From an optimization exercise on the open Yosys and OpenROAD flow, aimed at a short achievable clock period and few clock cycles; shortcuts taken in it are not production practice. The clock port is modelled as an ideal driver; clocking choices that lean on that would not hold on a real chip. Power is estimated from default activity; no workload was simulated.

// jericalla_evolucion
module jericalla_evolucion(
    input  wire        clk,
    input  wire        reset,
    input  wire [6:0]  cantidad_instrucciones,
    output wire [6:0]  imem_addr,
    input  wire [18:0] imem_data,
    output reg  [31:0] data_out,
    output reg         zf,
    output reg         valid,
    output reg         done
);
reg rst_r;
always @(posedge clk) rst_r <= reset;
wire [6:0] n_r;
wire       f_v, f_last;
contador_de_programa contador_de_programa_inst(
    .clk(clk),
    .reset(reset),
    .cantidad_instrucciones(cantidad_instrucciones),
    .o_contador(imem_addr),
    .n_r(n_r),
    .f_valido(f_v),
    .f_ultimo(f_last)
);
reg [18:0] ir;
always @(posedge clk) ir <= imem_data;
wire d_and, d_or, d_add, d_sub, d_slt, d_nor, d_sw, d_lw, d_we, d_res;
unidad_control unidad_control_inst(
    .instruction(ir[18:15]),
    .op_and(d_and), .op_or(d_or), .op_add(d_add), .op_sub(d_sub),
    .op_slt(d_slt), .op_nor(d_nor), .op_sw(d_sw), .op_lw(d_lw),
    .write_enable_RB(d_we),
    .valido(d_res)
);
wire [4:0] rs1 = ir[9:5];
wire [4:0] rs2 = ir[4:0];
reg        x_vres, x_vwe, x_vsw, x_fin;   
reg        x_and, x_or, x_add, x_sub, x_slt, x_nor, x_sw, x_lw;
reg [4:0]  x_rd;
reg [31:0] x_a, x_b;
reg [31:0] x_m;                          
reg        w_we;
reg [4:0]  w_rd;
reg [31:0] w_val;
wire [31:0] rf_a, rf_b, alu_result;
wire        alu_zero;
banco_de_registros banco_de_registros_inst(
    .clk(clk),
    .reset(rst_r),
    .read_address_1(rs1),
    .read_address_2(rs2),
    .write_address(w_rd),
    .data_write(w_val),
    .write_enable(w_we),
    .data_register_1(rf_a),
    .data_register_2(rf_b)
);
wire fe_a = x_vwe && (x_rd == rs1);
wire fw_a = w_we && (w_rd == rs1);
wire fe_b = x_vwe && (x_rd == rs2);
wire fw_b = w_we && (w_rd == rs2);
wire [31:0] d_a = fe_a ? alu_result : fw_a ? w_val : rf_a;
wire [31:0] d_b = fe_b ? alu_result : fw_b ? w_val : rf_b;
wire [31:0] ram_dout;
ram ram_inst(
    .clk(clk),
    .write_address(x_a[4:0]),
    .din(x_b),
    .write_enable(x_vsw),
    .read_address(d_a[4:0]),
    .dout(ram_dout)
);
wire fm = x_vsw && (x_a[4:0] == d_a[4:0]);
wire d_go = !rst_r && f_v;
  ...
For scale: roughly 2200 flip-flops, ~70 I/O pins, ~100000 sq um of cells after synthesis.
==> module jericalla_evolucion, before the edit <==
module jericalla_evolucion(
    input  wire        clk,
    input  wire        reset,
    input  wire [6:0]  cantidad_instrucciones,
    output wire [6:0]  imem_addr,
    input  wire [18:0] imem_data,
    output reg  [31:0] data_out,
    output reg         zf,
    output reg         valid,
    output reg         done
);
reg rst_r;
always @(posedge clk) rst_r <= reset;
wire [6:0] n_r;
wire       f_v, f_last;
contador_de_programa contador_de_programa_inst(
    .clk(clk),
    .reset(reset),
    .cantidad_instrucciones(cantidad_instrucciones),
    .o_contador(imem_addr),
    .n_r(n_r),
    .f_valido(f_v),
    .f_ultimo(f_last)
);
reg [18:0] ir;
always @(posedge clk) ir <= imem_data;
wire d_and, d_or, d_add, d_sub, d_slt, d_nor, d_sw, d_lw, d_we, d_res;
unidad_control unidad_control_inst(
    .instruction(ir[18:15]),
    .op_and(d_and), .op_or(d_or), .op_add(d_add), .op_sub(d_sub),
    .op_slt(d_slt), .op_nor(d_nor), .op_sw(d_sw), .op_lw(d_lw),
    .write_enable_RB(d_we),
    .valido(d_res)
);
wire [4:0] rs1 = ir[9:5];
wire [4:0] rs2 = ir[4:0];
reg        x_vres, x_vwe, x_vsw, x_fin;   
reg        x_and, x_or, x_add, x_sub, x_slt, x_nor, x_sw, x_lw;
reg [4:0]  x_rd;
reg [31:0] x_a, x_b;
reg [31:0] x_m;                          
reg        w_we;
reg [4:0]  w_rd;
reg [31:0] w_val;
wire [31:0] rf_a, rf_b, alu_result;
wire        alu_zero;
banco_de_registros banco_de_registros_inst(
    .clk(clk),
    .reset(rst_r),
    .read_address_1(rs1),
    .read_address_2(rs2),
    .write_address(w_rd),
    .data_write(w_val),
    .write_enable(w_we),
    .data_register_1(rf_a),
    .data_register_2(rf_b)
);
wire fe_a = x_vwe && (x_rd == rs1);
wire fw_a = w_we && (w_rd == rs1);
wire fe_b = x_vwe && (x_rd == rs2);
wire fw_b = w_we && (w_rd == rs2);
wire [31:0] d_a = fe_a ? alu_result : fw_a ? w_val : rf_a;
wire [31:0] d_b = fe_b ? alu_result : fw_b ? w_val : rf_b;
wire [31:0] ram_dout;
ram ram_inst(
    .clk(clk),
    .write_address(x_a[4:0]),
    .din(x_b),
    .write_enable(x_vsw),
    .read_address(d_a[4:0]),
    .dout(ram_dout)
);
wire fm = x_vsw && (x_a[4:0] == d_a[4:0]);
wire d_go = !rst_r && f_v;
always @(posedge clk) begin
    x_vres <= d_go && d_res;
    x_vwe  <= d_go && d_we;
    x_vsw  <= d_go && d_sw;
    x_fin  <= d_go && f_last;
    x_and  <= d_and;
    x_or   <= d_or;
    x_add  <= d_add;
    x_sub  <= d_sub;
    x_slt  <= d_slt;
    x_nor  <= d_nor;
    x_sw   <= d_sw;
    x_lw   <= d_lw;
    x_rd   <= ir[14:10];
    x_a    <= d_a;
    x_b    <= d_b;
    x_m    <= fm ? x_b : ram_dout;
end
alu alu_inst(
    .op_and(x_and), .op_or(x_or), .op_add(x_add), .op_sub(x_sub),
    .op_slt(x_slt), .op_nor(x_nor),
    .din1_alu(x_a),
    .din2_alu(x_b),
    .result_alu(alu_result),
    .zero_alu(alu_zero)
);
always @(posedge clk) begin
    data_out <= x_lw ? x_m : x_sw ? x_b : alu_result;
    w_val    <= alu_result;
    w_rd     <= x_rd;
    valid <= !rst_r && x_vres;
    zf    <= !rst_r && ((x_vwe && alu_zero) || (!x_vwe && zf));
    done  <= rst_r ? (n_r == 7'd0) : (done || x_fin);
    w_we  <= !rst_r && x_vwe;
end
endmodule
export LEC_CHECK = 0
export CAP_MARGIN = 20
export CORE_MARGIN = 2
export CORE_UTILIZATION = 65
export CTS_CLUSTER_DIAMETER = 150
export CTS_CLUSTER_SIZE = 24
export PLACE_DENSITY = 0.75
export SLEW_MARGIN = 20
create_clock -name core_clock -period 10.0 [get_ports {clk}]
standard.sh (not shown) runs the stock make flow with config.mk's settings and CLKGATE_MAP_FILE= SYNTH_SCRIPT=/design/flow/synth_recipe.tcl, a recipe that flattens the netlist after the stock synthesis.
==> flow/flow/run.sh <==
#!/bin/bash
# Standard ORFS layout (the standard.sh, standard synthesis unchanged),
# with repair_timing aiming for a setup slack margin, so that the resizer
# works on paths well below the 10 ns clock (the SDC is not changed), and a
# placement step before CTS that moves each output port's flip-flop next to
# its output buffer (flow/move_out.tcl).
set -euo pipefail
MARGIN=${MARGIN:-7}
HERE=$(pwd)
bash standard.sh SETUP_SLACK_MARGIN=$MARGIN PRE_CTS_TCL=$HERE/flow/move_out.tcl finish > standard_make.log 2>&1
==> flow/flow/move_out.tcl <==
# Move each flip-flop that drives an output port's buffer next to that
# buffer (which sits at the port), then legalize. Shortens the wire between
# the flip-flop and the output buffer; the clock tree is built afterwards.
set block [ord::get_db_block]
set moved 0
foreach bterm [$block getBTerms] {
  if {[$bterm getIoType] != "OUTPUT"} { continue }
  set net [$bterm getNet]
  if {$net == "NULL"} { continue }
  set buf ""
  foreach it [$net getITerms] {
    if {[$it isOutputSignal]} { set buf [$it getInst] }
  }
  if {$buf == ""} { continue }
  set innet ""
  foreach it [$buf getITerms] {
    if {[$it isInputSignal]} { set innet [$it getNet] }
  }
  if {$innet == "" || $innet == "NULL"} { continue }
  set drv ""
  foreach it [$innet getITerms] {
    if {[$it isOutputSignal]} { set drv [$it getInst] }
  }
  if {$drv == ""} { continue }
  set mname [[$drv getMaster] getName]
  if {![string match "*df*" $mname]} { continue }
  lassign [$buf getLocation] x y
  $drv setLocation $x $y
  incr moved
}
puts "move_out: moved $moved flip-flops next to their output buffers"
detailed_placement
The starting point ran to the end with no violations.
==> next run, changes <==
--- a/flow/design.v
+++ b/flow/design.v
@@ -271,10 +271,19 @@
 always @(posedge clk) begin
     data_out <= x_lw ? x_m : x_sw ? x_b : alu_result;
     w_val    <= alu_result;
     w_rd     <= x_rd;
-    valid <= !rst_r && x_vres;
-    zf    <= !rst_r && ((x_vwe && alu_zero) || (!x_vwe && zf));
-    done  <= rst_r ? (n_r == 7'd0) : (done || x_fin);
-    w_we  <= !rst_r && x_vwe;
-end
-endmodule
+    if (rst_r) begin
+        valid <= 1'b0;
+        zf    <= 1'b0;
+        done  <= (n_r == 7'd0);
+        w_we  <= 1'b0;
+    end else begin
+        valid <= x_vres;
+        if (x_vwe)
+            zf <= alu_zero;
+        if (x_fin)
+            done <= 1'b1;
+        w_we  <= x_vwe;
+    end
+end
+endmodule
Result:
- clock power hardly moves
- area after synthesis barely changes
- synthesized cell count is about the same
- die area is about the same
- utilization drops by 0.14 points
- routed wire length drops slightly
- combinational power drops by roughly a tenth
- non-clock buffer count drops by 51
- final cell count drops slightly
No functional check of the RTL was part of any run of this note.

[re-timing with driven ports]
In the flow no input, the clock included, has a driving cell. The finished layouts below were timed again as built, in two steps. Step 1 (the two cells are an assumption about what drives the block):
set clk [get_ports {clk}]
set_driving_cell -lib_cell sky130_fd_sc_hd__clkbuf_16 $clk
set_driving_cell -lib_cell sky130_fd_sc_hd__buf_2 [delete_from_list [all_inputs] $clk]
Step 2 also shifts input and output timing later by t, the mid clock arrival at the registers, as if the neighbouring blocks saw the same clock. a / b / c = ideal / step 1 / step 2; a / b = the first two.
run | t, ns | setup WS [ns] | worst setup path at the end | worst register clock-pin slew, ns | pins driven straight from the clock port
the first run | 0.869 | 6.336 / 6.336 / 6.336 | register to register | 0.11 / 0.11 | 1
the second run | 0.881 | 6.671 / 6.577 / 6.759 | input to register | 0.12 / 0.12 | 1
After both steps every run listed still meets setup and hold.
